From an optimization exercise on the open Yosys and OpenROAD flow, aimed at small area, a short achievable clock period and few clock cycles; shortcuts taken in it are not production practice. Only simulation tests tie the RTL to the original design; equivalence was not proved. No activity file was given, so power comes from the tool's default toggle rates.

==> flow/design.v, too long to show whole: its modules and the start of the top module <==
// module cpu: 210 lines
// module Mul: 1278 lines
// module BoothEnc: 13 lines
// module FA: 6 lines
// module HA: 6 lines
// module BoothPP: 7 lines
// module AO22: 5 lines
// module XOR2: 5 lines
// module AO222: 5 lines
// module NAND11: 5 lines
// module KSAdd: 29 lines
// module AND2: 5 lines
// module AO21: 5 lines
// module CarryTree: 27 lines
// module OR2: 5 lines
module cpu(clk, reset, imem_addr, imem_data, dmem_addr, dmem_we, dmem_wdata, dmem_rdata, done);
  // ...
==> flow/flow/run.sh <==
#!/bin/bash
# The standard layout, with two changes after the standard synthesis:
#  - timing repair aims MARGIN ns below the clock period (the SDC is unchanged);
#  - the clkdlybuf4s* delay cells are not used, so the port buffers that
#    buffer_ports inserts are plain buffers instead of delay cells.
set -euo pipefail
MARGIN=${MARGIN:-6.2}
DONT_USE="sky130_fd_sc_hd__probe_p_8 sky130_fd_sc_hd__probec_p_8 sky130_fd_sc_hd__lpflow_bleeder_1 sky130_fd_sc_hd__lpflow_clkbufkapwr_1 sky130_fd_sc_hd__lpflow_clkbufkapwr_16 sky130_fd_sc_hd__lpflow_clkbufkapwr_2 sky130_fd_sc_hd__lpflow_clkbufkapwr_4 sky130_fd_sc_hd__lpflow_clkbufkapwr_8 sky130_fd_sc_hd__lpflow_clkinvkapwr_1 sky130_fd_sc_hd__lpflow_clkinvkapwr_16 sky130_fd_sc_hd__lpflow_clkinvkapwr_2 sky130_fd_sc_hd__lpflow_clkinvkapwr_4 sky130_fd_sc_hd__lpflow_clkinvkapwr_8 sky130_fd_sc_hd__lpflow_decapkapwr_12 sky130_fd_sc_hd__lpflow_decapkapwr_3 sky130_fd_sc_hd__lpflow_decapkapwr_4 sky130_fd_sc_hd__lpflow_decapkapwr_6 sky130_fd_sc_hd__lpflow_decapkapwr_8 sky130_fd_sc_hd__lpflow_inputiso0n_1 sky130_fd_sc_hd__lpflow_inputiso0p_1 sky130_fd_sc_hd__lpflow_inputiso1n_1 sky130_fd_sc_hd__lpflow_inputiso1p_1 sky130_fd_sc_hd__lpflow_inputisolatch_1 sky130_fd_sc_hd__lpflow_isobufsrc_1 sky130_fd_sc_hd__lpflow_isobufsrc_16 sky130_fd_sc_hd__lpflow_isobufsrc_2 sky130_fd_sc_hd__lpflow_isobufsrc_4 sky130_fd_sc_hd__lpflow_isobufsrc_8 sky130_fd_sc_hd__lpflow_isobufsrckapwr_16 sky130_fd_sc_hd__lpflow_lsbuf_lh_hl_isowell_tap_1 sky130_fd_sc_hd__lpflow_lsbuf_lh_hl_isowell_tap_2 sky130_fd_sc_hd__lpflow_lsbuf_lh_hl_isowell_tap_4 sky130_fd_sc_hd__lpflow_lsbuf_lh_isowell_4 sky130_fd_sc_hd__lpflow_lsbuf_lh_isowell_tap_1 sky130_fd_sc_hd__lpflow_lsbuf_lh_isowell_tap_2 sky130_fd_sc_hd__lpflow_lsbuf_lh_isowell_tap_4"
DONT_USE="$DONT_USE sky130_fd_sc_hd__clkdlybuf4s15_1 sky130_fd_sc_hd__clkdlybuf4s15_2 sky130_fd_sc_hd__clkdlybuf4s18_1 sky130_fd_sc_hd__clkdlybuf4s18_2 sky130_fd_sc_hd__clkdlybuf4s25_1 sky130_fd_sc_hd__clkdlybuf4s25_2 sky130_fd_sc_hd__clkdlybuf4s50_1 sky130_fd_sc_hd__clkdlybuf4s50_2"
# standard synthesis, unchanged
bash standard.sh synth > synth.log 2>&1
# floorplan to final layout
bash standard.sh "SETUP_SLACK_MARGIN=$MARGIN" "DONT_USE_CELLS=$DONT_USE" finish > layout.log 2>&1
==> flow/standard.sh <==
#!/bin/bash
# synth_recipe.tcl (not shown) runs the flow's synth.tcl, then flattens the netlist and writes it again
# the make line also repeats each setting of config.mk as NAME=value (left out here)
make -C /OpenROAD-flow-scripts/flow DESIGN_CONFIG=/design/flow/config.mk WORK_HOME=/design/flow/orfs CLKGATE_MAP_FILE= SYNTH_SCRIPT=/design/flow/synth_recipe.tcl "${@:-finish}"
==> flow/config.mk <==
export PLATFORM = sky130hd
export DESIGN_NAME = cpu
export DESIGN_NICKNAME = cpu
export VERILOG_FILES = /design/flow/design.v
export SDC_FILE = /design/flow/constraint.sdc
export NUM_CORES = 4
export LEC_CHECK = 0
export CAP_MARGIN = 20
export CORE_MARGIN = 2
export CORE_UTILIZATION = 65
export CTS_BUF_LIST = sky130_fd_sc_hd__clkbuf_16
export CTS_CLUSTER_DIAMETER = 80
export CTS_CLUSTER_SIZE = 24
export SLEW_MARGIN = 20
export SYNTH_HIERARCHICAL = 1
export SYNTH_MINIMUM_KEEP_SIZE = 0
==> flow/constraint.sdc <==
create_clock -name core_clock -period 10.0 [get_ports {clk}]
set_input_delay 2.0000 -clock core_clock [delete_from_list [all_inputs] [get_ports {clk}]]
set_output_delay 2.0000 -clock core_clock [all_outputs]
set_load 0.01 [all_outputs]
==> summary.md, run 1 <==
| Metric | Value |
|---|---|
| Worst Hold Path EP | e_dest[3] |
| Post-cts sizing count | about 240 |
| Fill cells | 7661 |
| Worst-skew pair later-pin latency | approximately 0.7 ns |
| R2R cell count | 13 |
| Leakage power | roughly 30 nW |
| Total global-route track usage | 0.4354 |
| Largest Register | R |
| Clock network power | 3.51 mW |
| H-tree depth | 3 |
| Setup repair bufs after CTS | 53 |
| DP Cell Count | 7207 |
| Setup crit end | pc[8] |
| CP startpoint kind | flop |
| Unrepaired setup endpoints after global routing | true |
| CTS Buf Count | 76 |
| Sw Pwr | between 10 and 15 mW |
| Uppermost routed layer | met5 |
| Tap cells | 1500 |
| Area of the multi-input gates | 33600 um2 |
| Least-Margin Pin Slew | about 1.3 ns |
| Status | timing/DRC/antenna clean |
| Crit path DAT | 4.52 ns |
| Reg-to-reg endpoint | pc[8] |
| Share of power burned in combinational logic | 0.511 |
| Clock Skews | 0.04449 ns |
Testbench counts, summed over its fixed seeds: cycles 51,781.
==> run 2: changes to the inputs <==
--- a/flow/flow/run.sh
+++ b/flow/flow/run.sh
@@ -4,7 +4,7 @@
 #  - the clkdlybuf4s* delay cells are not used, so the port buffers that
 #    buffer_ports inserts are plain buffers instead of delay cells.
 set -euo pipefail
-MARGIN=${MARGIN:-6.2}
+MARGIN=${MARGIN:-6.5}
 DONT_USE="sky130_fd_sc_hd__probe_p_8 sky130_fd_sc_hd__probec_p_8 sky130_fd_sc_hd__lpflow_bleeder_1 sky130_fd_sc_hd__lpflow_clkbufkapwr_1 sky130_fd_sc_hd__lpflow_clkbufkapwr_16 sky130_fd_sc_hd__lpflow_clkbufkapwr_2 sky130_fd_sc_hd__lpflow_clkbufkapwr_4 sky130_fd_sc_hd__lpflow_clkbufkapwr_8 sky130_fd_sc_hd__lpflow_clkinvkapwr_1 sky130_fd_sc_hd__lpflow_clkinvkapwr_16 sky130_fd_sc_hd__lpflow_clkinvkapwr_2 sky130_fd_sc_hd__lpflow_clkinvkapwr_4 sky130_fd_sc_hd__lpflow_clkinvkapwr_8 sky130_fd_sc_hd__lpflow_decapkapwr_12 sky130_fd_sc_hd__lpflow_decapkapwr_3 sky130_fd_sc_hd__lpflow_decapkapwr_4 sky130_fd_sc_hd__lpflow_decapkapwr_6 sky130_fd_sc_hd__lpflow_decapkapwr_8 sky130_fd_sc_hd__lpflow_inputiso0n_1 sky130_fd_sc_hd__lpflow_inputiso0p_1 sky130_fd_sc_hd__lpflow_inputiso1n_1 sky130_fd_sc_hd__lpflow_inputiso1p_1 sky130_fd_sc_hd__lpflow_inputisolatch_1 sky130_fd_sc_hd__lpflow_isobufsrc_1 sky130_fd_sc_hd__lpflow_isobufsrc_16 sky130_fd_sc_hd__lpflow_isobufsrc_2 sky130_fd_sc_hd__lpflow_isobufsrc_4 sky130_fd_sc_hd__lpflow_isobufsrc_8 sky130_fd_sc_hd__lpflow_isobufsrckapwr_16 sky130_fd_sc_hd__lpflow_lsbuf_lh_hl_isowell_tap_1 sky130_fd_sc_hd__lpflow_lsbuf_lh_hl_isowell_tap_2 sky130_fd_sc_hd__lpflow_lsbuf_lh_hl_isowell_tap_4 sky130_fd_sc_hd__lpflow_lsbuf_lh_isowell_4 sky130_fd_sc_hd__lpflow_lsbuf_lh_isowell_tap_1 sky130_fd_sc_hd__lpflow_lsbuf_lh_isowell_tap_2 sky130_fd_sc_hd__lpflow_lsbuf_lh_isowell_tap_4"
 DONT_USE="$DONT_USE sky130_fd_sc_hd__clkdlybuf4s15_1 sky130_fd_sc_hd__clkdlybuf4s15_2 sky130_fd_sc_hd__clkdlybuf4s18_1 sky130_fd_sc_hd__clkdlybuf4s18_2 sky130_fd_sc_hd__clkdlybuf4s25_1 sky130_fd_sc_hd__clkdlybuf4s25_2 sky130_fd_sc_hd__clkdlybuf4s50_1 sky130_fd_sc_hd__clkdlybuf4s50_2"
 # standard synthesis, unchanged
==> run 2 against run 1 <==
  * Still clean
  * First-iteration DRC count shrank 2.0%
  * Utilization is 1.0 points higher
  * Cell area rose by 1.4%
  * Sequential share of layout area fell by 0.58 points
  * Total power up 1.7%
  * Global-route usage up 1.3 points
  * Sequential power rose by 2%
  * Die area unchanged
  * Synthesized cell count is the same
  * Fmax fell by 2.9%
  * Critical path type unchanged
==> summary.md, run 2 <==
| Metric | Value |
|---|---|
| Slowest cell on the critical path | nor4_4 (unchanged) |
| Unrepaired setup endpoints after global routing | true (unchanged) |
| First-pass GRT wire length | 378.3 mm (was 370.2 mm) |
| Int Pwr | 15.28 mW (was 15.05 mW) |
| TritonCTS clock tree | yes (unchanged) |
| Fmax | 0.2491 GHz (was 0.2567 GHz) |
| Sequential power share | 0.354 (about the same) |
| Post-layout util | 0.7307 (was 0.7206) |
| CTS Hold Bufs | 0 (unchanged) |
| Hold Path Class | flop to flop (unchanged) |
| Design Area, Final | 81980 um2 (was 80840 um2) |
| Synth warnings | 9 (unchanged) |
| P per Cell Area | 323.7 nW/um2 (was 322.7 nW/um2) |
| CTS Buf Count | 77 (was 76) |
| Drt first-iter violations | 12.23k (was 12.48k) |
| Most frequent cells in the layout | edfxtp_1 (1067), a222oi_1 (642), xor2_1 (372) (was edfxtp_1 (1067), a222oi_1 (642), xor2_1 (387)) |
| DR vias | 58.44k (was 58.00k) |
| Drt wl/cell | 35.85 um (was 34.64 um) |
| Synth Instances | 5622 (unchanged) |
| Most common cell after layout, fill and taps aside | edfxtp_1 (unchanged) |
| Setup TNS | 0 ns (unchanged) |
| DP Area | 75900 um2 (was 75790 um2) |
| Sw Pwr | 11.25 mW (was 11.04 mW) |
| Layout cells sized above 1 | 0.1523 (was 0.1279) |
| Fill cells | 7506 (was 7661) |
| Instance count on the critical path | 12 (was 13) |
| Endpoints failing setup | 0 (unchanged) |
| Boundary Pins | 128 (unchanged) |
| CP delay by family, top | multiplexers (unchanged) |
| Avg Vias per Cell | 7.783 (was 7.703) |
| Max reg flops | 992 (unchanged) |
| Share of power burned in combinational logic | 0.513 (was 0.511) |
| Fin nets | 6381 (was 6395) |
| Input/output buffers | 127 (unchanged) |
| Largest Register | R (unchanged) |
| Mapped cell area | 73320 um2 (unchanged) |
| Area delta synth->final | 11.81% (was 10.26%) |
| Setup crit end | pc[1] (was pc[8]) |
| Synth Area per Inst | 13.04 um2 (unchanged) |
| Final min period | 4.014 ns (was 3.896 ns) |
| Least-Margin Pin Slew | 1.161 ns (was 1.310 ns) |
| WS Path Type | flop to flop (unchanged) |
| Leakage power | 31.08 nW (was 30.90 nW) |
| Root Driver | clkbuf_16 (unchanged) |
| Clock Skews | 0.05343 ns (was 0.04449 ns) |
| Clock Path Buffers | 3 (unchanged) |
| Worst-skew pair later-pin latency | 0.73 ns (was 0.71 ns) |
| HPWL Detailed | 171.7 mm (was 176.4 mm) |
| FF-to-FF Start | e_sh[0] (was e_ma[1]) |
| Minimum hold slack | 0.3686 ns (was 0.3726 ns) |
| Period utilization | 0.4014 (was 0.3896) |
| DRT Pass-1 Iters | 17 (unchanged) |
| CP Data Required Time | 10.60 ns (was 10.63 ns) |
| TritonCTS Sinks | 1433 (unchanged) |
| Final hold violations | 0 (unchanged) |
| Buffers & Inverters on Critical Path | 2 (was 3) |
| Num rows | 123 (unchanged) |
| Crit-path cells | buf_12 > mux4_2 > mux2_4 > nand2b_4 > a2111oi_4 > nand4_1 > nor4_4 > mux2i_4 > mux2i_4 > buf_6 > nor4_4 > o2bb2ai_1 (was buf_6 > mux4_2 > mux2_2 > o2bb2ai_2 > a2111oi_4 > nand4_1 > nor4_4 > mux2i_4 > buf_6 > mux2i_4 > buf_6 > o21ai_1 > a31oi_1) |
| Fin. max-slew vios | 0 (unchanged) |
| GP Congestion | 1.003 (was 1.014) |
| Die height | 339.9 um (unchanged) |
| R2R cell count | 12 (was 13) |
| Clock power frac | 0.133 (was 0.135) |
| Crit-path max cell delay | 0.58 ns (was 0.55 ns) |
| Crit path DAT | 4.61 ns (was 4.52 ns) |
| Drt total wl | 269.2 mm (was 260.8 mm) |
| Reg area | 39650 um2 (was 39570 um2) |
| Reg-to-reg endpoint | pc[1] (was pc[8]) |
| Clk pin slew, worst setup/hold paths | 0.10 ns (about the same) |
| Total global-route track usage | 0.4484 (was 0.4354) |
| CP startpoint kind | flop (unchanged) |
| Vias in the first global route | 56.23k (was 55.13k) |
| Area of the multi-input gates | 34400 um2 (was 33600 um2) |
| Largest net degree at the start of global routing | 62 (was 58) |
| Die area | 115500 um2 (unchanged) |
| Setup crit start | e_sh[0] (was e_ma[1]) |
| R2r setup slk | 5.99 ns (was 6.10 ns) |
| DIE WIDTH | 339.9 um (unchanged) |
| Sw frac | 0.4240 (was 0.4230) |
| Starting Density | 0.6535 (unchanged) |
| Max-cap violations | 0 (unchanged) |
| H-tree depth | 3 (unchanged) |
| Tot Pwr | 26.53 mW (was 26.09 mW) |
| # DRC | 0 (unchanged) |
| Max FO, Critical Path | 5 (was 11) |
| Initial antenna violation count | 7 (was 8) |
| Setup crit end kind | flop (unchanged) |
| Peak supply drop | 536.2 uV (was 455.4 uV) |
| Grt ovf | 0 (unchanged) |
| Post-DRT Antenna Nets | 0 (unchanged) |
| Core outline area | 112200 um2 (unchanged) |
| Status | timing/DRC/antenna clean (unchanged) |
| Slew margin rel. | 0.2223 (was 0.1237) |
-- run 2: layer usage --
layer | track usage | wire length (um)
met5 | 0 | 348
met4 | 0.2423 | 17740
met3 | 0.1520 | 45780
met2 | 0.6388 | 112800
met1 | 0.6088 | 92500
-- run 2: how the worst min path moves through the flow --
stage               cells after the start         to    from
floorplan                               0  e_dest[4]  ir[27]
global placement                        0  e_dest[2]  ir[25]
detailed placement                      0  e_dest[2]  ir[25]
CTS                                     0  e_dest[2]  ir[25]
global route                            0  e_dest[0]  ir[23]
finish                                  0  e_dest[2]  ir[25]
-- run 2: stage by stage --
step / setup WS, ns / cells
after floorplan: 5.799 / 5641
after global placement: 4.370 / 7156
after detailed placement: 4.342 / 7157
after CTS: 6.201 / 7422
after global routing: 6.004 / 7507
final: 5.986 / 7508
-- run 2: layout make-up --
class                           instances  area share
Antenna cell                            1  0.00003052
Timing Repair inverter                  2   0.0001221
Clock inverter                         43    0.005449
Inverter                              112    0.005220
Sequential cell                      1433      0.4837
Clock buffer                           77     0.02350
Timing Repair Buffer                  494     0.03948
Tap cell                             1500     0.02289
Multi-Input combinational cell       3846      0.4196
-- run 2: worst register-to-register path: stages, from the launching register on --
cell and delay [ns]:
dfxtp_4 0.45, buf_12 0.15, mux4_2 0.52, mux2_4 0.30, nand2b_4 0.16, a2111oi_4 0.34, nand4_1 0.24, nor4_4 0.59
mux2i_4 0.45, mux2i_4 0.37, buf_6 0.17, nor4_4 0.04, o2bb2ai_1 0.15
-- run 2: power by group through the flow --
stage / Combinational [mW] / Clock [mW] / Sequential, mW
after floorplan: 11.6 / 0 / 9.02
after global placement: 11.7 / 0 / 9.60
after global routing: 14.7 / 3.70 / 9.47
after CTS: 12.9 / 3.50 / 9.33
final: 13.6 / 3.53 / 9.40
after detailed placement: 11.9 / 0 / 9.68
-- run 2: what timing repair did --
action	4_1_cts	5_1_grt
gates cloned	7	7
endpoints found under the setup margin	1431	765
setup buffers	138	78
resized for setup	390	239
pin swaps	81	106
==> run 3: changes to the inputs <==
--- a/flow/flow/run.sh
+++ b/flow/flow/run.sh
@@ -4,7 +4,7 @@
 #  - the clkdlybuf4s* delay cells are not used, so the port buffers that
 #    buffer_ports inserts are plain buffers instead of delay cells.
 set -euo pipefail
-MARGIN=${MARGIN:-6.5}
+MARGIN=${MARGIN:-6.2}
 DONT_USE="sky130_fd_sc_hd__probe_p_8 sky130_fd_sc_hd__probec_p_8 sky130_fd_sc_hd__lpflow_bleeder_1 sky130_fd_sc_hd__lpflow_clkbufkapwr_1 sky130_fd_sc_hd__lpflow_clkbufkapwr_16 sky130_fd_sc_hd__lpflow_clkbufkapwr_2 sky130_fd_sc_hd__lpflow_clkbufkapwr_4 sky130_fd_sc_hd__lpflow_clkbufkapwr_8 sky130_fd_sc_hd__lpflow_clkinvkapwr_1 sky130_fd_sc_hd__lpflow_clkinvkapwr_16 sky130_fd_sc_hd__lpflow_clkinvkapwr_2 sky130_fd_sc_hd__lpflow_clkinvkapwr_4 sky130_fd_sc_hd__lpflow_clkinvkapwr_8 sky130_fd_sc_hd__lpflow_decapkapwr_12 sky130_fd_sc_hd__lpflow_decapkapwr_3 sky130_fd_sc_hd__lpflow_decapkapwr_4 sky130_fd_sc_hd__lpflow_decapkapwr_6 sky130_fd_sc_hd__lpflow_decapkapwr_8 sky130_fd_sc_hd__lpflow_inputiso0n_1 sky130_fd_sc_hd__lpflow_inputiso0p_1 sky130_fd_sc_hd__lpflow_inputiso1n_1 sky130_fd_sc_hd__lpflow_inputiso1p_1 sky130_fd_sc_hd__lpflow_inputisolatch_1 sky130_fd_sc_hd__lpflow_isobufsrc_1 sky130_fd_sc_hd__lpflow_isobufsrc_16 sky130_fd_sc_hd__lpflow_isobufsrc_2 sky130_fd_sc_hd__lpflow_isobufsrc_4 sky130_fd_sc_hd__lpflow_isobufsrc_8 sky130_fd_sc_hd__lpflow_isobufsrckapwr_16 sky130_fd_sc_hd__lpflow_lsbuf_lh_hl_isowell_tap_1 sky130_fd_sc_hd__lpflow_lsbuf_lh_hl_isowell_tap_2 sky130_fd_sc_hd__lpflow_lsbuf_lh_hl_isowell_tap_4 sky130_fd_sc_hd__lpflow_lsbuf_lh_isowell_4 sky130_fd_sc_hd__lpflow_lsbuf_lh_isowell_tap_1 sky130_fd_sc_hd__lpflow_lsbuf_lh_isowell_tap_2 sky130_fd_sc_hd__lpflow_lsbuf_lh_isowell_tap_4"
 DONT_USE="$DONT_USE sky130_fd_sc_hd__clkdlybuf4s15_1 sky130_fd_sc_hd__clkdlybuf4s15_2 sky130_fd_sc_hd__clkdlybuf4s18_1 sky130_fd_sc_hd__clkdlybuf4s18_2 sky130_fd_sc_hd__clkdlybuf4s25_1 sky130_fd_sc_hd__clkdlybuf4s25_2 sky130_fd_sc_hd__clkdlybuf4s50_1 sky130_fd_sc_hd__clkdlybuf4s50_2"
 # standard synthesis, unchanged
--- a/flow/config.mk
+++ b/flow/config.mk
@@ -9,8 +9,8 @@
 export CORE_MARGIN = 2
 export CORE_UTILIZATION = 65
 export CTS_BUF_LIST = sky130_fd_sc_hd__clkbuf_16
-export CTS_CLUSTER_DIAMETER = 80
-export CTS_CLUSTER_SIZE = 24
+export CTS_CLUSTER_DIAMETER = 100
+export CTS_CLUSTER_SIZE = 32
 export SLEW_MARGIN = 20
 export SYNTH_HIERARCHICAL = 1
 export SYNTH_MINIMUM_KEEP_SIZE = 0
==> run 3 against run 2 <==
  * Still clean on timing, DRC and antenna
  * Die area unchanged
  * Sequential share of layout area increased by 0.81 points
  * Hold slack improved by 0.012 ns
  * First-iteration DRC count decreased by 2.9%
  * Clock skew increased by 0.0050 ns
  * Critical path depth increased by 1
  * Final cell count about the same
  * Cell area decreased by 1.8%
  * Synthesized cell count unchanged
  * Routed wire length decreased by 3.3%
  * Combinational power about the same
  * Largest cell class unchanged
==> summary.md, run 3 <==
| Metric | Value |
|---|---|
| Input/output buffers | 127 (unchanged) |
| Least-Margin Pin Slew | 1.310 ns (was 1.161 ns) |
| Die height | 339.9 um (unchanged) |
| Sw Pwr | 11.02 mW (was 11.25 mW) |
| Slew margin rel. | 0.1235 (was 0.2223) |
| Slowest cell on the critical path | nor4_4 (unchanged) |
| WS Path Type | flop to flop (unchanged) |
| Num rows | 123 (unchanged) |
| Drt wl/cell | 34.68 um (was 35.85 um) |
| Design Area, Final | 80520 um2 (was 81980 um2) |
| Setup crit end kind | flop (unchanged) |
| Endpoints failing setup | 0 (unchanged) |
| Status | timing/DRC/antenna clean (unchanged) |
| Fin. max-slew vios | 0 (unchanged) |
| Sw frac | 0.4275 (was 0.4240) |
| Drt total wl | 260.3 mm (was 269.2 mm) |
| Peak supply drop | 487.1 uV (was 536.2 uV) |
| Fill cells | 7734 (was 7506) |
| Max FO, Critical Path | 7 (was 5) |
| Max reg flops | 992 (unchanged) |
| Unrepaired setup endpoints after global routing | true (unchanged) |
| Fin nets | 6366 (was 6381) |
| CTS Buf Count | 55 (was 77) |
| TritonCTS clock tree | yes (unchanged) |
| DR vias | 57.88k (was 58.44k) |
| Final Worst Setup Slack | 6.135 ns (was 5.986 ns) |
| Root Driver | clkbuf_16 (unchanged) |
| # DRC | 0 (unchanged) |
| Mapped cell area | 73320 um2 (unchanged) |
| Final min period | 3.865 ns (was 4.014 ns) |
| Layout cells sized above 1 | 0.1294 (was 0.1523) |
| Clock Skews | 0.05843 ns (was 0.05343 ns) |
| Die area | 115500 um2 (unchanged) |
| Starting Density | 0.6535 (unchanged) |
| Worst-skew pair later-pin latency | 0.75 ns (was 0.73 ns) |
| Synth Area per Inst | 13.04 um2 (unchanged) |
| Clock power frac | 0.116 (was 0.133) |
| Int Pwr | 14.76 mW (was 15.28 mW) |
| DIE WIDTH | 339.9 um (unchanged) |
| Total global-route track usage | 0.4334 (was 0.4484) |
| TritonCTS Sinks | 1433 (unchanged) |
| Vias in the first global route | 54.91k (was 56.23k) |
| Area delta synth->final | 9.816% (was 11.81%) |
| Post-layout util | 0.7177 (was 0.7307) |
| Crit-path max cell delay | 0.56 ns (was 0.58 ns) |
| Boundary Pins | 128 (unchanged) |
| Sequential power share | 0.358 (was 0.354) |
| Final hold violations | 0 (unchanged) |
| Clock Path Buffers | 3 (unchanged) |
| Initial antenna violation count | 4 (was 7) |
| Largest Register | R (unchanged) |
| Instance count on the critical path | 13 (was 12) |
| HPWL Detailed | 176.4 mm (was 171.7 mm) |
| Synth Instances | 5622 (unchanged) |
| Post-DRT Antenna Nets | 0 (unchanged) |
| GP Congestion | 1.014 (was 1.003) |
| Max-cap violations | 0 (unchanged) |
| Crit-path cells | buf_12 > mux4_2 > mux2_4 > nand2b_4 > a2111oi_4 > nand4_1 > nor4_4 > mux2i_4 > buf_6 > mux2i_4 > buf_6 > o21ai_1 > a31oi_1 (was buf_12 > mux4_2 > mux2_4 > nand2b_4 > a2111oi_4 > nand4_1 > nor4_4 > mux2i_4 > mux2i_4 > buf_6 > nor4_4 > o2bb2ai_1) |
| Hold Path Class | flop to flop (unchanged) |
| Leakage power | 30.67 nW (was 31.08 nW) |
| R2R cell count | 13 (was 12) |
| Avg Vias per Cell | 7.714 (was 7.783) |
| Most frequent cells in the layout | edfxtp_1 (1067), a222oi_1 (642), xor2_1 (380) (was edfxtp_1 (1067), a222oi_1 (642), xor2_1 (372)) |
| DP Area | 75790 um2 (was 75900 um2) |
| Drt first-iter violations | 11.88k (was 12.23k) |
| Hold depth | 0 (unchanged) |
| First-pass GRT wire length | 368.8 mm (was 378.3 mm) |
| Synth warnings | 9 (unchanged) |
| CP delay by family, top | multiplexers (unchanged) |
| Largest net degree at the start of global routing | 58 (was 62) |
| Core outline area | 112200 um2 (unchanged) |
| Share of power burned in combinational logic | 0.526 (was 0.513) |
| Period utilization | 0.3865 (was 0.4014) |
| Fmax | 0.2587 GHz (was 0.2491 GHz) |
| CP Data Required Time | 10.67 ns (was 10.60 ns) |
| Setup TNS | 0 ns (unchanged) |
| Most common cell after layout, fill and taps aside | edfxtp_1 (unchanged) |
| P per Cell Area | 320.1 nW/um2 (was 323.7 nW/um2) |
| CP startpoint kind | flop (unchanged) |
| CTS Hold Bufs | 0 (unchanged) |
| DRT Pass-1 Iters | 14 (was 17) |
| Buffers & Inverters on Critical Path | 3 (was 2) |
| H-tree depth | 2 (was 3) |
| Grt ovf | 0 (unchanged) |
| Pre-CTS setup slack | 4.422 ns (was 4.342 ns) |
| Crit path DAT | 4.53 ns (was 4.61 ns) |
| Clk pin slew, worst setup/hold paths | 0.12 ns (was 0.10 ns) |
[run 3: path summary, 6_finish.rpt]
kind         slack [ns]    start         to
max                6.14  e_sh[0]      pc[5]
min                0.38   ir[23]  e_dest[0]
max reg2reg        6.14  e_sh[0]      pc[5]
min reg2reg        0.38   ir[23]  e_dest[0]
[run 3: layout make-up]
class / count / area, um2 / area share
flip-flops and latches: 1433 / 39600 / 0.4918
multi-input cells: 3845 / 33810 / 0.4200
repair buffers: 503 / 3004 / 0.03731
well taps: 1500 / 1877 / 0.02331
clock buffers: 56 / 1401 / 0.01740
inverters: 112 / 427.9 / 0.005315
clock inverters: 48 / 371.6 / 0.004615
diodes: 6 / 15.01 / 0.0001865
repair inverters: 1 / 5.005 / 0.00006216
[run 3: metrics by stage]
stage	cells	hold WS (ns)	power [mW]
after floorplan	5641	0.3389	20.57
after detailed placement	7207	0.3522	21.53
after CTS	7383	0.3802	24.84
after global placement	7203	0.3482	21.27
after global routing	7498	0.4006	27.14
final	7504	0.3803	25.78
[run 3: routing by layer]
| layer | vias up | wire [um] | global-route usage |
|---|---|---|---|
| met5 | - | 28 | 0 |
| met2 | 5130 | 111800 | 0.6284 |
| met1 | 28425 | 92270 | 0.5995 |
| met4 | 4 | 16140 | 0.2280 |
| met3 | 838 | 40040 | 0.1200 |
| li1 | 23487 | - | - |
[run 3: power by group through the flow]
stage               sequential [mW]  combinational, mW  clock, mW
floorplan                      9.01               11.6          0
global placement               9.34               11.9          0
detailed placement             9.40               12.1          0
CTS                            9.18               12.7       2.96
global route                   9.31               14.7       3.15
finish                         9.23               13.6       2.98
[run 3: timing repair]
item                                    in CTS  in global routing
endpoints found under the setup margin     843                342
buffers inserted                            67                110
pin swaps                                   21                 77
cloned                                       5                  3
resized for setup                          271                274
==> run 4: changes to the inputs <==
--- a/flow/config.mk
+++ b/flow/config.mk
@@ -9,8 +9,8 @@
 export CORE_MARGIN = 2
 export CORE_UTILIZATION = 65
 export CTS_BUF_LIST = sky130_fd_sc_hd__clkbuf_16
-export CTS_CLUSTER_DIAMETER = 100
-export CTS_CLUSTER_SIZE = 32
+export CTS_CLUSTER_DIAMETER = 80
+export CTS_CLUSTER_SIZE = 28
 export SLEW_MARGIN = 20
 export SYNTH_HIERARCHICAL = 1
 export SYNTH_MINIMUM_KEEP_SIZE = 0
==> run 4 against run 3 <==
  * Still clean
  * Non-clock buffer count shrank 19
  * Clock power up 13%
  * Synthesized cell count did not move
  * Critical endpoint is now e_bs2[12]
  * Largest cell class unchanged
==> summary.md, run 4 <==
| Metric | Value |
|---|---|
| Status | timing/DRC/antenna clean (unchanged) |
| Post-DRT Antenna Nets | 0 (unchanged) |
| Clock Skews | 0.06830 ns (was 0.05843 ns) |
| Largest Register | R (unchanged) |
| Area delta synth->final | 10.20% (was 9.816%) |
| DR vias | 57.80k (was 57.88k) |
| DRT Pass-1 Iters | 15 (was 14) |
| Die area | 115500 um2 (unchanged) |
| Period utilization | 0.3885 (was 0.3865) |
| Setup crit end kind | flop (unchanged) |
| Setup TNS | 0 ns (unchanged) |
| Max FO, Critical Path | 25 (was 7) |
| Crit path DAT | 4.43 ns (was 4.53 ns) |
| Layout cells sized above 1 | 0.1308 (was 0.1294) |
| Fin. max-slew vios | 0 (unchanged) |
| Setup crit start | s2[22] (was e_sh[0]) |
| Vias in the first global route | 55.02k (was 54.91k) |
| CTS Buf Count | 68 (was 55) |
| Largest net degree at the start of global routing | 58 (unchanged) |
| Least-Margin Pin Slew | 1.181 ns (was 1.310 ns) |
| WS Path Type | flop to flop (unchanged) |
| Synth warnings | 9 (unchanged) |
| Input/output buffers | 127 (unchanged) |
| Boundary Pins | 128 (unchanged) |
| Fill cells | 7716 (was 7734) |
| Fin nets | 6359 (was 6366) |
| Drt wl/cell | 34.62 um (was 34.68 um) |
| Most common cell after layout, fill and taps aside | edfxtp_1 (unchanged) |
| Crit-path max cell delay | 0.71 ns (was 0.56 ns) |
| R2R cell count | 10 (was 13) |
| First-pass GRT wire length | 369.9 mm (was 368.8 mm) |
| Crit-path cells | buf_2 > a222oi_1 > nand4_1 > or3_1 > mux2i_1 > a211oi_1 > a21oi_1 > a21oi_2 > nand3b_1 > o21ai_1 (was buf_12 > mux4_2 > mux2_4 > nand2b_4 > a2111oi_4 > nand4_1 > nor4_4 > mux2i_4 > buf_6 > mux2i_4 > buf_6 > o21ai_1 > a31oi_1) |
| Peak supply drop | 486.9 uV (was 487.1 uV) |
| Hold Path Class | flop to flop (unchanged) |
| Root Driver | clkbuf_16 (unchanged) |
| TritonCTS clock tree | yes (unchanged) |
| Endpoints failing setup | 0 (unchanged) |
| Final hold violations | 0 (unchanged) |
| Avg Vias per Cell | 7.703 (was 7.714) |
| Clk pin slew, worst setup/hold paths | 0.10 ns (was 0.12 ns) |
| Initial antenna violation count | 10 (was 4) |
| Most frequent cells in the layout | edfxtp_1 (1067), a222oi_1 (642), xor2_1 (383) (was edfxtp_1 (1067), a222oi_1 (642), xor2_1 (380)) |
| Num rows | 123 (unchanged) |
| H-tree depth | 3 (was 2) |
| # DRC | 0 (unchanged) |
| Fmax | 0.2574 GHz (was 0.2587 GHz) |
| Grt ovf | 0 (unchanged) |
| Final min period | 3.885 ns (was 3.865 ns) |
| Worst-skew pair later-pin latency | 0.72 ns (was 0.75 ns) |
| Die height | 339.9 um (unchanged) |
| Setup crit end | e_bs2[12] (was pc[5]) |
| Mapped cell area | 73320 um2 (unchanged) |
| Leakage power | 30.75 nW (was 30.67 nW) |
| R2r setup slk | 6.11 ns (was 6.14 ns) |
| Starting Density | 0.6535 (unchanged) |
| CP Data Required Time | 10.54 ns (was 10.67 ns) |
| CP startpoint kind | flop (unchanged) |
| HPWL Detailed | 176.4 mm (unchanged) |
| TritonCTS Sinks | 1433 (unchanged) |
| DIE WIDTH | 339.9 um (unchanged) |
| Max reg flops | 992 (unchanged) |
| Drt first-iter violations | 12.28k (was 11.88k) |
| Slowest cell on the critical path | buf_2 (was nor4_4) |
| FF-to-FF Start | s2[22] (was e_sh[0]) |
| Synth Area per Inst | 13.04 um2 (unchanged) |
| P per Cell Area | 323.3 nW/um2 (was 320.1 nW/um2) |
| Drt total wl | 259.8 mm (was 260.3 mm) |
| Max-cap violations | 0 (unchanged) |
| Core outline area | 112200 um2 (unchanged) |
| Clock Path Buffers | 3 (unchanged) |
| Unrepaired setup endpoints after global routing | true (unchanged) |
| Minimum hold slack | 0.3756 ns (was 0.3803 ns) |
| Slew margin rel. | 0.2128 (was 0.1235) |
| Reg-to-reg endpoint | e_bs2[12] (was pc[5]) |
| Hold depth | 0 (unchanged) |
| Synth Instances | 5622 (unchanged) |
| Total global-route track usage | 0.4351 (was 0.4334) |
| GP Congestion | 1.014 (unchanged) |
-- run 4: repair_timing --
| item | 4_1_cts | 5_1_grt |
|---|---|---|
| resized for setup | 284 | 258 |
| pin swaps | 25 | 71 |
| setup buffers | 68 | 89 |
| hold buffers | 0 | 0 |
| cloned | 5 | 3 |
| endpoints found under the setup margin | 905 | 631 |
-- run 4: through the flow --
step | worst slack (ns) | instance area, um2 | total power, mW | utilization | cells
CTS | 5.842 | 79240 | 25.23 | 0.7063 | 7393
global route | 6.067 | 80760 | 27.57 | 0.7198 | 7487
global placement | 4.473 | 75730 | 21.27 | 0.6750 | 7203
detailed placement | 4.422 | 75790 | 21.53 | 0.6755 | 7207
floorplan | 5.799 | 73620 | 20.57 | - | 5641
finish | 6.115 | 80800 | 26.13 | 0.7202 | 7504
-- run 4: power by group --
group          total (mW)  leakage [nW]  internal, mW  switching, mW
Clock                3.38          1.13          1.39           1.99
Combinational        13.5          15.7          5.72           7.78
Sequential           9.24          13.9          7.93           1.31
Total                26.1          30.7          15.0           11.1
-- run 4: how the worst min path moves through the flow --
stage,slack [ns],from,end
CTS,0.38,ir[23],e_dest[0]
global placement,0.35,ir[23],e_dest[0]
floorplan,0.34,ir[27],e_dest[4]
global route,0.39,w_dest[1],x_dest[1]
finish,0.38,ir[23],e_dest[0]
detailed placement,0.35,ir[23],e_dest[0]
-- run 4: cell type report --
cell class                 instances  area [um2]  share of cell area
antenna                           17       42.54           0.0005265
clock buffer                      70        1752             0.02168
clock inverter                    43       444.2            0.005497
inverter                         112       427.9            0.005296
multi-input combinational       3844       33780              0.4180
sequential                      1433       39590              0.4900
tap                             1500        1877             0.02323
timing repair buffer             484        2880             0.03565
timing repair inverter             1       5.005          0.00006194
-- run 4: layer usage --
| metal | vias to the layer above | part of all wire | GRT usage |
|---|---|---|---|
| met3 | 883 | 0.15 | 0.1255 |
| met1 | 28421 | 0.35 | 0.5968 |
| met4 | 10 | 0.062 | 0.2317 |
| met5 | - | 0.00095 | 0 |
| li1 | 23491 | - | - |
| met2 | 4997 | 0.43 | 0.6312 |
-- run 4: worst max-delay path, delay by kind of cell (launching register included) --
kind,cells,cell delay [ns]
simple gates,3,0.70
mux,1,0.13
compound gates,5,1.48
flops,1,0.67
buf+inv,1,0.71
==> run 5: changes to the inputs <==
--- a/flow/config.mk
+++ b/flow/config.mk
@@ -5,12 +5,12 @@
 export SDC_FILE = /design/flow/constraint.sdc
 export NUM_CORES = 4
 export LEC_CHECK = 0
-export CAP_MARGIN = 20
+export CAP_MARGIN = 10
 export CORE_MARGIN = 2
 export CORE_UTILIZATION = 65
 export CTS_BUF_LIST = sky130_fd_sc_hd__clkbuf_16
 export CTS_CLUSTER_DIAMETER = 80
 export CTS_CLUSTER_SIZE = 28
-export SLEW_MARGIN = 20
+export SLEW_MARGIN = 10
 export SYNTH_HIERARCHICAL = 1
 export SYNTH_MINIMUM_KEEP_SIZE = 0
==> run 5 against run 4 <==
  * Combinational power about the same
  * Final cell count decreased by 0.31%
  * Clock skew decreased by 0.012 ns
  * Count of clock-buffer cells in the layout increased by 1
  * Routed wire length increased by 0.14%
  * Register-to-register slack got worse by 0.06 ns
  * Synthesized cell count unchanged
  * Critical path type unchanged
  * Critical endpoint is now e_bs2[15]
  * Largest cell class unchanged
  * Highest routed layer unchanged
==> summary.md, run 5 <==
| Metric | Value |
|---|---|
| Core outline area | 112200 um2 (unchanged) |
| DP Cell Count | 7204 (was 7207) |
| Clock Path Buffers | 3 (unchanged) |
| Die area | 115500 um2 (unchanged) |
| Drt first-iter violations | 11.75k (was 12.28k) |
| Input/output buffers | 127 (unchanged) |
| First-pass GRT wire length | 370.4 mm (was 369.9 mm) |
| Clk pin slew, worst setup/hold paths | 0.11 ns (was 0.10 ns) |
| Max FO, Critical Path | 23 (was 25) |
| # DRC | 0 (unchanged) |
| Setup crit end kind | flop (unchanged) |
| Layout cells sized above 1 | 0.1279 (was 0.1308) |
| Synth Area per Inst | 13.04 um2 (unchanged) |
| Period utilization | 0.3946 (was 0.3885) |
| Crit path DAT | 4.52 ns (was 4.43 ns) |
| Total global-route track usage | 0.4360 (was 0.4351) |
| Max-cap violations | 0 (unchanged) |
| Sw frac | 0.4254 (was 0.4241) |
| HPWL Detailed | 175.9 mm (was 176.4 mm) |
| Vias in the first global route | 55.13k (was 55.02k) |
| Peak supply drop | 422.7 uV (was 486.9 uV) |
| Setup TNS | 0 ns (unchanged) |
| Hold Path Class | flop to flop (unchanged) |
| Root Driver | clkbuf_16 (unchanged) |
| Synth warnings | 9 (unchanged) |
| Synth Instances | 5622 (unchanged) |
| Fin nets | 6350 (was 6359) |
| Clock power frac | 0.133 (was 0.130) |
| Drt total wl | 260.1 mm (was 259.8 mm) |
| Reg area | 39590 um2 (about the same) |
| Sequential power share | 0.353 (was 0.354) |
| Grt ovf | 0 (unchanged) |
| DIE WIDTH | 339.9 um (unchanged) |
| GP Congestion | 1.014 (unchanged) |
| CP Data Required Time | 10.57 ns (was 10.54 ns) |
| Clock Skews | 0.05644 ns (was 0.06830 ns) |
| CTS Buf Count | 70 (was 68) |
| Post-route insts no fill | 7481 (was 7504) |
| Area of the multi-input gates | 33640 um2 (was 33780 um2) |
| Fmax | 0.2534 GHz (was 0.2574 GHz) |
| Boundary Pins | 128 (unchanged) |
| Largest net degree at the start of global routing | 58 (unchanged) |
| WS Path Type | flop to flop (unchanged) |
| Most frequent cells in the layout | edfxtp_1 (1067), a222oi_1 (642), xor2_1 (388) (was edfxtp_1 (1067), a222oi_1 (642), xor2_1 (383)) |
| Final min period | 3.946 ns (was 3.885 ns) |
| Largest Register | R (unchanged) |
| Num rows | 123 (unchanged) |
| TritonCTS clock tree | yes (unchanged) |
| P per Cell Area | 324.7 nW/um2 (was 323.3 nW/um2) |
| TritonCTS Sinks | 1433 (unchanged) |
| Fin. max-slew vios | 0 (unchanged) |
| Area delta synth->final | 9.991% (was 10.20%) |
| Mapped cell area | 73320 um2 (unchanged) |
| Initial antenna violation count | 10 (unchanged) |
| DRT Pass-1 Iters | 17 (was 15) |
| Drt wl/cell | 34.77 um (was 34.62 um) |
| Max reg flops | 992 (unchanged) |
| Sw Pwr | 11.14 mW (was 11.08 mW) |
| Most common cell after layout, fill and taps aside | edfxtp_1 (unchanged) |
| Least-Margin Pin Slew | 1.385 ns (was 1.181 ns) |
| Slew margin rel. | 0.06686 (was 0.2128) |
| DR vias | 57.87k (was 57.80k) |
| Endpoints failing setup | 0 (unchanged) |
| Avg Vias per Cell | 7.736 (was 7.703) |
| Fill cells | 7685 (was 7716) |
| Int Pwr | 15.05 mW (about the same) |
| H-tree depth | 3 (unchanged) |
| Final hold violations | 0 (unchanged) |
| Leakage power | 30.68 nW (was 30.75 nW) |
| Unrepaired setup endpoints after global routing | true (unchanged) |
| Post-DRT Antenna Nets | 0 (unchanged) |
| CTS Hold Bufs | 0 (unchanged) |
| Status | timing/DRC/antenna clean (unchanged) |
| CP startpoint kind | flop (unchanged) |
| Worst-skew pair later-pin latency | 0.72 ns (about the same) |
| Starting Density | 0.6535 (unchanged) |
| Share of power burned in combinational logic | 0.514 (was 0.517) |
| Die height | 339.9 um (unchanged) |
==> run 5: power by group through the flow <==
stage | combinational (mW) | sequential, mW | clock [mW]
2_1_floorplan | 11.6 | 9.01 | 0
3_3_place_gp | 11.9 | 9.34 | 0
3_5_place_dp | 12.2 | 9.41 | 0
4_1_cts | 12.7 | 9.20 | 3.46
5_1_grt | 14.7 | 9.33 | 3.66
6_report | 13.5 | 9.24 | 3.48
==> run 5: path summary, 6_finish.rpt <==
kind,startpoint,endpoint,slack [ns],cells after the start
worst min register to register,ir[26],e_dest[3],0.38,0
worst max-delay path,s2[7],e_bs2[15],6.05,10
worst max register to register,s2[7],e_bs2[15],6.05,10
worst min-delay path,ir[26],e_dest[3],0.38,0
==> run 5: worst max-delay path, cell delays in order, from the launching register on <==
cell and delay (ns):
dfxtp_2 0.57, buf_4 0.44, a222oi_1 0.19, nand4_1 0.20, or3_1 0.35, a21bo_2 0.29
a31oi_1 0.83, o31ai_1 0.22, a31oi_2 0.45, nand3b_1 0.17, o21ai_1 0.07
==> run 5: layout make-up <==
| type | instances | area share |
|---|---|---|
| diodes | 6 | 0.0001862 |
| clock buffers | 71 | 0.02203 |
| clock inverters | 41 | 0.006221 |
| inverters | 112 | 0.005291 |
| multi-input cells | 3844 | 0.4172 |
| flip-flops and latches | 1433 | 0.4909 |
| well taps | 1500 | 0.02327 |
| repair buffers | 473 | 0.03489 |
| repair inverters | 1 | 0.00006206 |
==> run 5: repair_timing <==
item,CTS,global route
setup endpoints to repair,950,383
setup buffers,64,88
resized for setup,272,245
pin swaps,19,61
cloned,4,1
==> run 5: through the flow <==
| step | hold WS (ns) | setup WS [ns] | utilization | instance area [um2] | total power [mW] |
|---|---|---|---|---|---|
| finish | 0.3787 | 6.054 | 0.7188 | 80650 | 26.19 |
| global route | 0.3960 | 6.008 | 0.7187 | 80630 | 27.66 |
| CTS | 0.3765 | 6.069 | 0.7062 | 79230 | 25.39 |
| detailed placement | 0.3522 | 4.399 | 0.6751 | 75750 | 21.56 |
| global placement | 0.3482 | 4.473 | 0.6750 | 75730 | 21.27 |
| floorplan | 0.3389 | 5.799 | - | 73620 | 20.57 |
==> run 5: routing by layer <==
metal / vias to the layer above / track usage / routed length, um
li1: 23473 / - / -
met1: 28317 / 0.5983 / 91600
met2: 5120 / 0.6270 / 110400
met3: 948 / 0.1241 / 40280
met4: 12 / 0.2467 / 17770
met5: - / 0 / 86
==> module cpu, before the edit <==
module cpu(clk, reset, imem_addr, imem_data, dmem_addr, dmem_we, dmem_wdata, dmem_rdata, done);
  input clk, reset;
  output [11:0] imem_addr;
  input [31:0] imem_data;
  output [15:0] dmem_addr;
  output dmem_we;
  output [31:0] dmem_wdata;
  input [31:0] dmem_rdata;
  output done;
  localparam OP_NOP = 4'b0000, OP_ADD = 4'b0001, OP_SUB = 4'b0010, OP_MUL = 4'b0011,
             OP_ADDI = 4'b0100, OP_SUBI = 4'b0101, OP_MULI = 4'b0110, OP_SHLI = 4'b0111,
             OP_LW = 4'b1000, OP_SW = 4'b1001, OP_J = 4'b1010, OP_BZ = 4'b1011,
             OP_BGTZ = 4'b1100, OP_BLTZ = 4'b1101, OP_BGEZ = 4'b1110, OP_HALT = 4'b1111;
  integer m;
  reg [11:0] pc;
  reg [31:0] ir;
  reg ir_valid;
  reg ir_pred;           
  reg [11:0] ir_alt;     
  reg [4:0] ir_r2;       
  reg [31:1] s1, s2;     
  reg halted;
  wire [3:0] f_op = imem_data[31:28];
  wire f_jump = (f_op == OP_J);
  wire f_br = (f_op == OP_BZ) | (f_op == OP_BGTZ) | (f_op == OP_BLTZ) | (f_op == OP_BGEZ);
  wire f_back = f_br && (imem_data[13:2] <= pc);
  wire [11:0] pc_inc = pc + 12'd1;
  wire f_ra2 = (f_op == OP_SW) | f_br;
  wire [4:0] f_r2 = f_ra2 ? imem_data[27:23] : imem_data[17:13];
  wire [3:0] d_op = ir[31:28];
  wire [4:0] d_ra = ir[27:23], d_rb = ir[22:18];
  wire d_rtype = (d_op == OP_ADD) | (d_op == OP_SUB) | (d_op == OP_MUL);
  wire d_itype = (d_op == OP_ADDI) | (d_op == OP_SUBI) | (d_op == OP_MULI) | (d_op == OP_SHLI) | (d_op == OP_LW);
  wire d_sw = (d_op == OP_SW);
  wire d_br = (d_op == OP_BZ) | (d_op == OP_BGTZ) | (d_op == OP_BLTZ) | (d_op == OP_BGEZ);
  wire d_halt = (d_op == OP_HALT);
  wire d_use1 = d_rtype | d_itype | d_sw;
  wire d_use2 = d_rtype | d_sw | d_br;
  wire d_wr = (d_rtype | d_itype) & (d_ra != 5'd0);
  wire d_sub = (d_op == OP_SUB) | (d_op == OP_SUBI);
  wire d_mul = (d_op == OP_MUL) | (d_op == OP_MULI);
  reg e_valid;           
  reg [4:0] e_dest;
  reg e_mul, e_shl, e_lw, e_sw, e_cin;
  reg [31:0] e_a, e_b;   
  reg [31:0] e_ma;       
  reg [3:0] e_sh;        
  reg [15:0] e_bs1, e_bs2, e_bng;   
  reg [15:0] e_addr;     
  reg w_valid, w_mul;
  reg [4:0] w_dest;
  reg [31:0] w_x, w_y, w_z;   
  reg x_valid;
  reg [4:0] x_dest;
  reg [31:0] x_res;
  reg [31:0] R[31:1];
  reg [31:1] zf;
  wire [31:0] rf_wd = reset ? 32'b0 : x_res;
  wire rf_wz = reset | (x_res == 32'b0);
  always @(posedge clk) begin
    for (m = 1; m <= 31; m = m + 1)
      if (reset || (x_valid && x_dest == m)) begin
        R[m] <= rf_wd;
        zf[m] <= rf_wz;
      end
  end
  wire rf2_zero = |(s2 & zf) | (ir_r2 == 5'd0);
  wire [31:0] rf1, rf2;
  genvar i, j;
  generate
    for (i = 0; i < 32; i = i + 1) begin : rd
      wire [10:0] t1, t2;
      for (j = 0; j < 10; j = j + 1) begin : grp
        AO222 a1(.a(R[3*j+1][i]), .b(s1[3*j+1]), .c(R[3*j+2][i]), .d(s1[3*j+2]),
                 .e(R[3*j+3][i]), .f(s1[3*j+3]), .y(t1[j]));
        AO222 a2(.a(R[3*j+1][i]), .b(s2[3*j+1]), .c(R[3*j+2][i]), .d(s2[3*j+2]),
                 .e(R[3*j+3][i]), .f(s2[3*j+3]), .y(t2[j]));
      end
      assign t1[10] = ~(R[31][i] & s1[31]);
      assign t2[10] = ~(R[31][i] & s2[31]);
      NAND11 n1(.t(t1), .y(rf1[i]));
      NAND11 n2(.t(t2), .y(rf2[i]));
    end
  endgenerate
  wire [32:0] e_sum33 = {e_a, 1'b1} + {e_b, e_cin};
  wire [31:0] e_sum = e_sum33[32:1];
  wire e_sum_zero = (((e_a ^ e_b) ^ {e_a[30:0] | e_b[30:0], e_cin}) == 32'b0);
  wire [31:0] e_shv = e_a << e_sh;
  wire [31:0] e_px, e_py, e_pz;
  Mul mul(.a(e_ma), .bs1(e_bs1), .bs2(e_bs2), .bng(e_bng), .x(e_px), .y(e_py), .z(e_pz));
  wire [31:0] e_alu = e_shl ? e_shv : e_sum;
  wire e_c31;
  CarryTree #(.N(31)) csign(.a(e_a[30:0]), .b(e_b[30:0]), .cin(e_cin), .co(e_c31));
  wire e_sign = e_shl ? e_shv[31] : (e_a[31] ^ e_b[31] ^ e_c31);
  wire [31:0] e_fwd = e_lw ? dmem_rdata : e_alu;
  wire [31:0] w_s, w_c;
  genvar q;
  generate
    for (q = 0; q < 32; q = q + 1) begin : csa
      FA f(.x(w_x[q]), .y(w_y[q]), .z(w_z[q]), .s(w_s[q]), .c(w_c[q]));
    end
  endgenerate
  wire [31:0] w_sum = w_s + {w_c[30:0], 1'b0};
  wire m1e = e_valid & (e_dest == d_rb);
  wire m1w = w_valid & (w_dest == d_rb);
  wire m1x = x_valid & (x_dest == d_rb);
  wire m2e = e_valid & (e_dest == ir_r2);
  wire m2w = w_valid & (w_dest == ir_r2);
  wire m2x = x_valid & (x_dest == ir_r2);
  wire [31:0] v1r = m1w ? w_x : m1x ? x_res : rf1;
  wire [31:0] v1 = m1e ? e_fwd : v1r;
  wire [31:0] v2 = m2e ? e_fwd : m2w ? w_x : m2x ? x_res : rf2;
  wire d_stall = ir_valid & (((e_mul & m1e) | (w_mul & ~m1e & m1w)) & d_use1 |
                             ((e_mul & m2e) | (w_mul & ~m2e & m2w)) & d_use2 |
                             (e_lw & m2e & d_br) | (m1e & (d_op == OP_LW | d_sw)));
  wire d_go = ir_valid & ~d_stall & ~halted;
  wire e_zero = e_shl ? (e_shv == 32'b0) : e_sum_zero;
  wire v2_zero = m2e ? e_zero : m2w ? (w_x == 32'b0) : m2x ? (x_res == 32'b0) : rf2_zero;
  wire v2_neg = m2e ? e_sign : m2w ? w_x[31] : m2x ? x_res[31] : rf2[31];
  reg cond;
  always @(*) begin
    case (d_op)
      OP_BZ:   cond = v2_zero;
      OP_BGTZ: cond = ~v2_neg & ~v2_zero;
      OP_BLTZ: cond = v2_neg;
      default: cond = ~v2_neg;
    endcase
  end
  wire d_redirect = d_go & d_br & (cond != ir_pred);
  wire [4:0] s1_addr = d_stall ? d_rb : imem_data[22:18];
  wire [4:0] s2_addr = d_stall ? ir_r2 : f_r2;
  always @(posedge clk) begin
    if (reset) begin
      pc <= 12'd0;
      ir_valid <= 1'b0;
      ir_pred <= 1'b0;
      halted <= 1'b0;
    end else begin
      if (d_redirect) begin
        pc <= ir_alt;
        ir_valid <= 1'b0;
      end else if (!d_stall) begin
        pc <= (f_jump | f_back) ? imem_data[13:2] : pc_inc;
        ir_valid <= 1'b1;
        ir_pred <= f_back;
      end
      if (d_go & d_halt) halted <= 1'b1;
    end
    for (m = 1; m <= 31; m = m + 1) begin
      s1[m] <= (s1_addr == m);
      s2[m] <= (s2_addr == m);
    end
    if (!d_stall) begin
      ir <= imem_data;
      ir_r2 <= f_r2;
      ir_alt <= f_back ? pc_inc : imem_data[13:2];
    end
  end
  wire [31:0] d_sext = {{14{ir[17]}}, ir[17:0]};
  wire [31:0] d_b = d_itype ? d_sext : v2;
  wire [17:0] d_addr;
  KSAdd #(.N(18)) aadd(.a(v1r[17:0]), .b(ir[17:0]), .s(d_addr));
  wire [15:0] d_bs1, d_bs2, d_bng;
  BoothEnc benc(.b(d_b), .bs1(d_bs1), .bs2(d_bs2), .bng(d_bng));
  always @(posedge clk) begin
    if (reset) begin
      e_valid <= 1'b0;
      e_mul <= 1'b0;
      e_sw <= 1'b0;
    end else begin
      e_valid <= d_go & d_wr;
      e_mul <= d_go & d_mul;
      e_sw <= d_go & d_sw;
    end
    e_shl <= (d_op == OP_SHLI);
    e_lw <= (d_op == OP_LW);
    e_cin <= d_sub;
    e_dest <= d_ra;
    e_a <= v1;
    e_ma <= v1;
    e_sh <= d_b[3:0];
    e_b <= d_b ^ {32{d_sub}};
    e_bs1 <= d_bs1;
    e_bs2 <= d_bs2;
    e_bng <= d_bng;
    e_addr <= d_addr[17:2];
  end
  assign dmem_addr = e_addr;
  assign dmem_we = e_sw;
  assign dmem_wdata = e_b;
  always @(posedge clk) begin
    if (reset) begin
      w_valid <= 1'b0;
      w_mul <= 1'b0;
      x_valid <= 1'b0;
    end else begin
      w_valid <= e_valid;
      w_mul <= e_mul;
      x_valid <= w_valid;
    end
    w_dest <= e_dest;
    w_x <= e_mul ? e_px : e_fwd;
    w_y <= e_mul ? e_py : 32'b0;
    w_z <= e_mul ? e_pz : 32'b0;
    x_dest <= w_dest;
    x_res <= w_sum;
  end
  assign imem_addr = pc;
  assign done = halted;
endmodule
==> run 6: changes to the inputs <==
--- a/flow/design.v
+++ b/flow/design.v
@@ -101,12 +101,7 @@
     end
   endgenerate
   wire [31:0] w_sum = w_s + {w_c[30:0], 1'b0};
-  wire m1e = e_valid & (e_dest == d_rb);
-  wire m1w = w_valid & (w_dest == d_rb);
-  wire m1x = x_valid & (x_dest == d_rb);
-  wire m2e = e_valid & (e_dest == ir_r2);
-  wire m2w = w_valid & (w_dest == ir_r2);
-  wire m2x = x_valid & (x_dest == ir_r2);
+  reg m1e, m1w, m1x, m2e, m2w, m2x;
   wire [31:0] v1r = m1w ? w_x : m1x ? x_res : rf1;
   wire [31:0] v1 = m1e ? e_fwd : v1r;
   wire [31:0] v2 = m2e ? e_fwd : m2w ? w_x : m2x ? x_res : rf2;
@@ -129,6 +124,20 @@
   wire d_redirect = d_go & d_br & (cond != ir_pred);
   wire [4:0] s1_addr = d_stall ? d_rb : imem_data[22:18];
   wire [4:0] s2_addr = d_stall ? ir_r2 : f_r2;
+  wire d_ewr = d_go & d_wr;   
+  always @(posedge clk) begin
+    if (reset) begin
+      m1e <= 1'b0; m1w <= 1'b0; m1x <= 1'b0;
+      m2e <= 1'b0; m2w <= 1'b0; m2x <= 1'b0;
+    end else begin
+      m1e <= d_ewr & (d_ra == s1_addr);
+      m1w <= e_valid & (e_dest == s1_addr);
+      m1x <= w_valid & (w_dest == s1_addr);
+      m2e <= d_ewr & (d_ra == s2_addr);
+      m2w <= e_valid & (e_dest == s2_addr);
+      m2x <= w_valid & (w_dest == s2_addr);
+    end
+  end
   always @(posedge clk) begin
     if (reset) begin
       pc <= 12'd0;
==> flow/config.mk (replaced) <==
export PLATFORM = sky130hd
export DESIGN_NAME = cpu
export DESIGN_NICKNAME = cpu
export VERILOG_FILES = /design/flow/design.v
export SDC_FILE = /design/flow/constraint.sdc
export NUM_CORES = 4
export LEC_CHECK = 0
export CAP_MARGIN = 20
export CORE_MARGIN = 2
export CORE_UTILIZATION = 65
export CTS_BUF_LIST = sky130_fd_sc_hd__clkbuf_16
export CTS_CLUSTER_DIAMETER = 80
export CTS_CLUSTER_SIZE = 24
export SLEW_MARGIN = 20
export SYNTH_HIERARCHICAL = 1
export SYNTH_MINIMUM_KEEP_SIZE = 0
==> run 6 against run 5 <==
  * Register-to-register slack worse by 0.08 ns
  * Via count down 1.2%
  * Fmax fell by 2.0%
  * Total power decreased by 1.2%
==> summary.md, run 6 <==
| Metric | Value |
|---|---|
| Unrepaired setup endpoints after global routing | true (unchanged) |
| Clk pin slew, worst setup/hold paths | 0.09 ns (was 0.11 ns) |
| HPWL Detailed | 173.4 mm (was 175.9 mm) |
| Crit-path cells | inv_1 > ha_1 > xor2_4 > nand4_1 > nor4_1 > a41o_1 > o21ai_1 > a311o_1 > a21o_1 > xor2_2 > nand2_2 > buf_6 > a311oi_1 (was buf_4 > a222oi_1 > nand4_1 > or3_1 > a21bo_2 > a31oi_1 > o31ai_1 > a31oi_2 > nand3b_1 > o21ai_1) |
| Endpoints failing setup | 0 (unchanged) |
| Fill cells | 7520 (was 7685) |
| Boundary Pins | 128 (unchanged) |
| Most frequent cells in the layout | edfxtp_1 (1067), a222oi_1 (640), xor2_1 (375) (was edfxtp_1 (1067), a222oi_1 (642), xor2_1 (388)) |
| Peak supply drop | 554.9 uV (was 422.7 uV) |
| WS Path Type | flop to flop (unchanged) |
| Hold Path Class | flop to flop (unchanged) |
| Crit-path max cell delay | 0.51 ns (was 0.83 ns) |
| Reg-to-reg endpoint | pc[0] (was e_bs2[15]) |
| Layout cells sized above 1 | 0.1332 (was 0.1279) |
| Instance count on the critical path | 13 (was 10) |
| Vias in the first global route | 54.52k (was 55.13k) |
| Drt first-iter violations | 11.77k (was 11.75k) |
| Worst-skew pair later-pin latency | 0.72 ns (about the same) |
| TritonCTS clock tree | yes (unchanged) |
| Core outline area | 111000 um2 (was 112200 um2) |
| Slowest cell on the critical path | dfxtp_4 (was a31oi_1) |
| DIE WIDTH | 339.1 um (was 339.9 um) |
| Setup crit start | e_ma[25] (was s2[7]) |
| Synth Instances | 5580 (was 5622) |
| P per Cell Area | 321.4 nW/um2 (was 324.7 nW/um2) |
| Avg Vias per Cell | 7.652 (was 7.736) |
| Post-DRT Antenna Nets | 0 (unchanged) |
| Fin. max-slew vios | 0 (unchanged) |
| Final min period | 4.028 ns (was 3.946 ns) |
| CP Data Required Time | 10.60 ns (was 10.57 ns) |
| Max reg flops | 992 (unchanged) |
| Initial antenna violation count | 7 (was 10) |
| Synth warnings | 9 (unchanged) |
| Period utilization | 0.4028 (was 0.3946) |
| Setup crit end kind | flop (unchanged) |
| First-pass GRT wire length | 366.6 mm (was 370.4 mm) |
| R2r setup slk | 5.97 ns (was 6.05 ns) |
| DR vias | 57.15k (was 57.87k) |
| Status | timing/DRC/antenna clean (unchanged) |
| Total global-route track usage | 0.4337 (was 0.4360) |
| Clock Skews | 0.05324 ns (was 0.05644 ns) |
| Mapped cell area | 72980 um2 (was 73320 um2) |
| Largest net degree at the start of global routing | 70 (was 58) |
| DRT Pass-1 Iters | 15 (was 17) |
| Max-cap violations | 0 (unchanged) |
| TritonCTS Sinks | 1439 (was 1433) |
| Most common cell after layout, fill and taps aside | edfxtp_1 (unchanged) |
| Drt total wl | 257.6 mm (was 260.1 mm) |
| Starting Density | 0.6577 (was 0.6535) |
| Crit path DAT | 4.63 ns (was 4.52 ns) |
| Setup TNS | 0 ns (unchanged) |
| Max FO, Critical Path | 15 (was 23) |
| Post-layout util | 0.7251 (was 0.7188) |
| Clock Path Buffers | 3 (unchanged) |
| Slew margin rel. | 0.1601 (was 0.06686) |
| GP Congestion | 0.9529 (was 1.014) |
| H-tree depth | 3 (unchanged) |
| Drt wl/cell | 34.49 um (was 34.77 um) |
| Num rows | 122 (was 123) |
| CTS Buf Count | 73 (was 70) |
| Leakage power | 30.46 nW (was 30.68 nW) |
| CTS Hold Bufs | 0 (unchanged) |
| Die height | 339.1 um (was 339.9 um) |
| R2R cell count | 13 (was 10) |
| CP startpoint kind | flop (unchanged) |
| Setup crit end | pc[0] (was e_bs2[15]) |
| Largest Register | R (unchanged) |
| Area delta synth->final | 10.26% (was 9.991%) |
| Die area | 115000 um2 (was 115500 um2) |
| Root Driver | clkbuf_16 (unchanged) |
| FF-to-FF Start | e_ma[25] (was s2[7]) |
| CP delay by family, top | compound AO/OA/AOI/OAI gates (unchanged) |
| Fin nets | 6342 (was 6350) |
| Input/output buffers | 127 (unchanged) |
| Least-Margin Pin Slew | 1.255 ns (was 1.385 ns) |
| Grt ovf | 0 (unchanged) |
| # DRC | 0 (unchanged) |
| Buffers & Inverters on Critical Path | 2 (was 1) |
| Final hold violations | 0 (unchanged) |
| Fmax | 0.2483 GHz (was 0.2534 GHz) |
| Synth Area per Inst | 13.08 um2 (was 13.04 um2) |
-- run 6: how the worst min path moves through the flow --
stage                            to      start  cells past startpoint  slack, ns
final                     x_dest[2]  w_dest[2]                      0       0.40
after global routing      x_dest[3]  w_dest[3]                      0       0.40
after CTS                 x_dest[3]  w_dest[3]                      0       0.40
after detailed placement  x_dest[3]  w_dest[3]                      0       0.39
after global placement    x_dest[3]  w_dest[3]                      0       0.39
after floorplan           w_dest[0]  e_dest[0]                      0       0.37
-- run 6: power by group --
part / total, mW / switching [mW] / internal [mW]
clock network: 3.37 / 1.97 / 1.40
registers: 9.32 / 1.34 / 7.98
logic: 13.2 / 7.56 / 5.62
-- run 6: repair_timing --
item,CTS,global route
pin swaps,25,100
gates resized for setup,310,267
buffers inserted,75,99
cloned,0,2
setup endpoints to repair,805,289
-- run 6: per-layer routing --
layer	routed length, um	vias up	track usage
met4	15750	12	0.2317
li1	-	23229	-
met5	207	-	0.02250
met2	108900	5165	0.6090
met3	41860	849	0.1422
met1	90830	27898	0.5978
-- run 6: cell type report --
class / count / area, um2 / area share
clock buffers: 74 / 1852 / 0.02301
flip-flops and latches: 1439 / 39770 / 0.4942
well taps: 1488 / 1862 / 0.02314
clock inverters: 52 / 379.1 / 0.004711
inverters: 112 / 434.2 / 0.005395
multi-input cells: 3800 / 33270 / 0.4134
repair buffers: 501 / 2897 / 0.03599
diodes: 3 / 7.507 / 0.00009329
-- run 6: stage by stage --
stage | power, mW | instances | worst slack (ns) | hold WS (ns) | instance area (um2)
2_1_floorplan | 20.48 | 5599 | 5.705 | 0.3741 | 73240
6_report | 25.86 | 7469 | 5.972 | 0.4017 | 80470
3_5_place_dp | 21.32 | 7161 | 4.311 | 0.3865 | 75410
3_3_place_gp | 21.05 | 7157 | 4.400 | 0.3858 | 75330
5_1_grt | 27.34 | 7466 | 5.932 | 0.4050 | 80460
4_1_cts | 24.99 | 7362 | 5.915 | 0.3985 | 78900
Testbench counts of run 6, summed over its fixed seeds: cycles 51,781.

## separate check: timing with driven ports
In the flow no input, the clock included, has a driving cell. The finished layouts below were timed again as built, in two steps.
Step 1 sets driving cells, clkbuf_16 on the clock port and buf_2 on the other inputs (assumed; they add their load-dependent delay and slew).
Step 2, shift: input delay + t, output delay - t, t = (earliest + latest rising clock arrival at the registers) / 2. This alone moves slack from input paths to output paths.
Slacks: ideal ports / drivers / drivers and shift; pairs: ideal ports / drivers.
| run | t, ns | slack for setup (ns) | worst register clock-pin slew, ns |
|---|---|---|---|
| run 1 | 0.766 | 6.104 / 6.104 / 5.502 | 0.10 / 0.10 |
| run 2 | 0.786 | 5.986 / 5.986 / 5.312 | 0.10 / 0.10 |
| run 3 | 0.797 | 6.135 / 6.135 / 5.477 | 0.12 / 0.12 |
| run 4 | 0.766 | 6.115 / 6.115 / 5.530 | 0.11 / 0.11 |
| run 5 | 0.770 | 6.054 / 6.054 / 5.518 | 0.11 / 0.11 |
| run 6 | 0.773 | 5.972 / 5.972 / 5.377 | 0.10 / 0.10 |
After both steps every run listed still meets setup and hold. The setup slack of run 2, which loses most, moves by 0.000 ns with the drivers and by -0.674 ns with both steps.
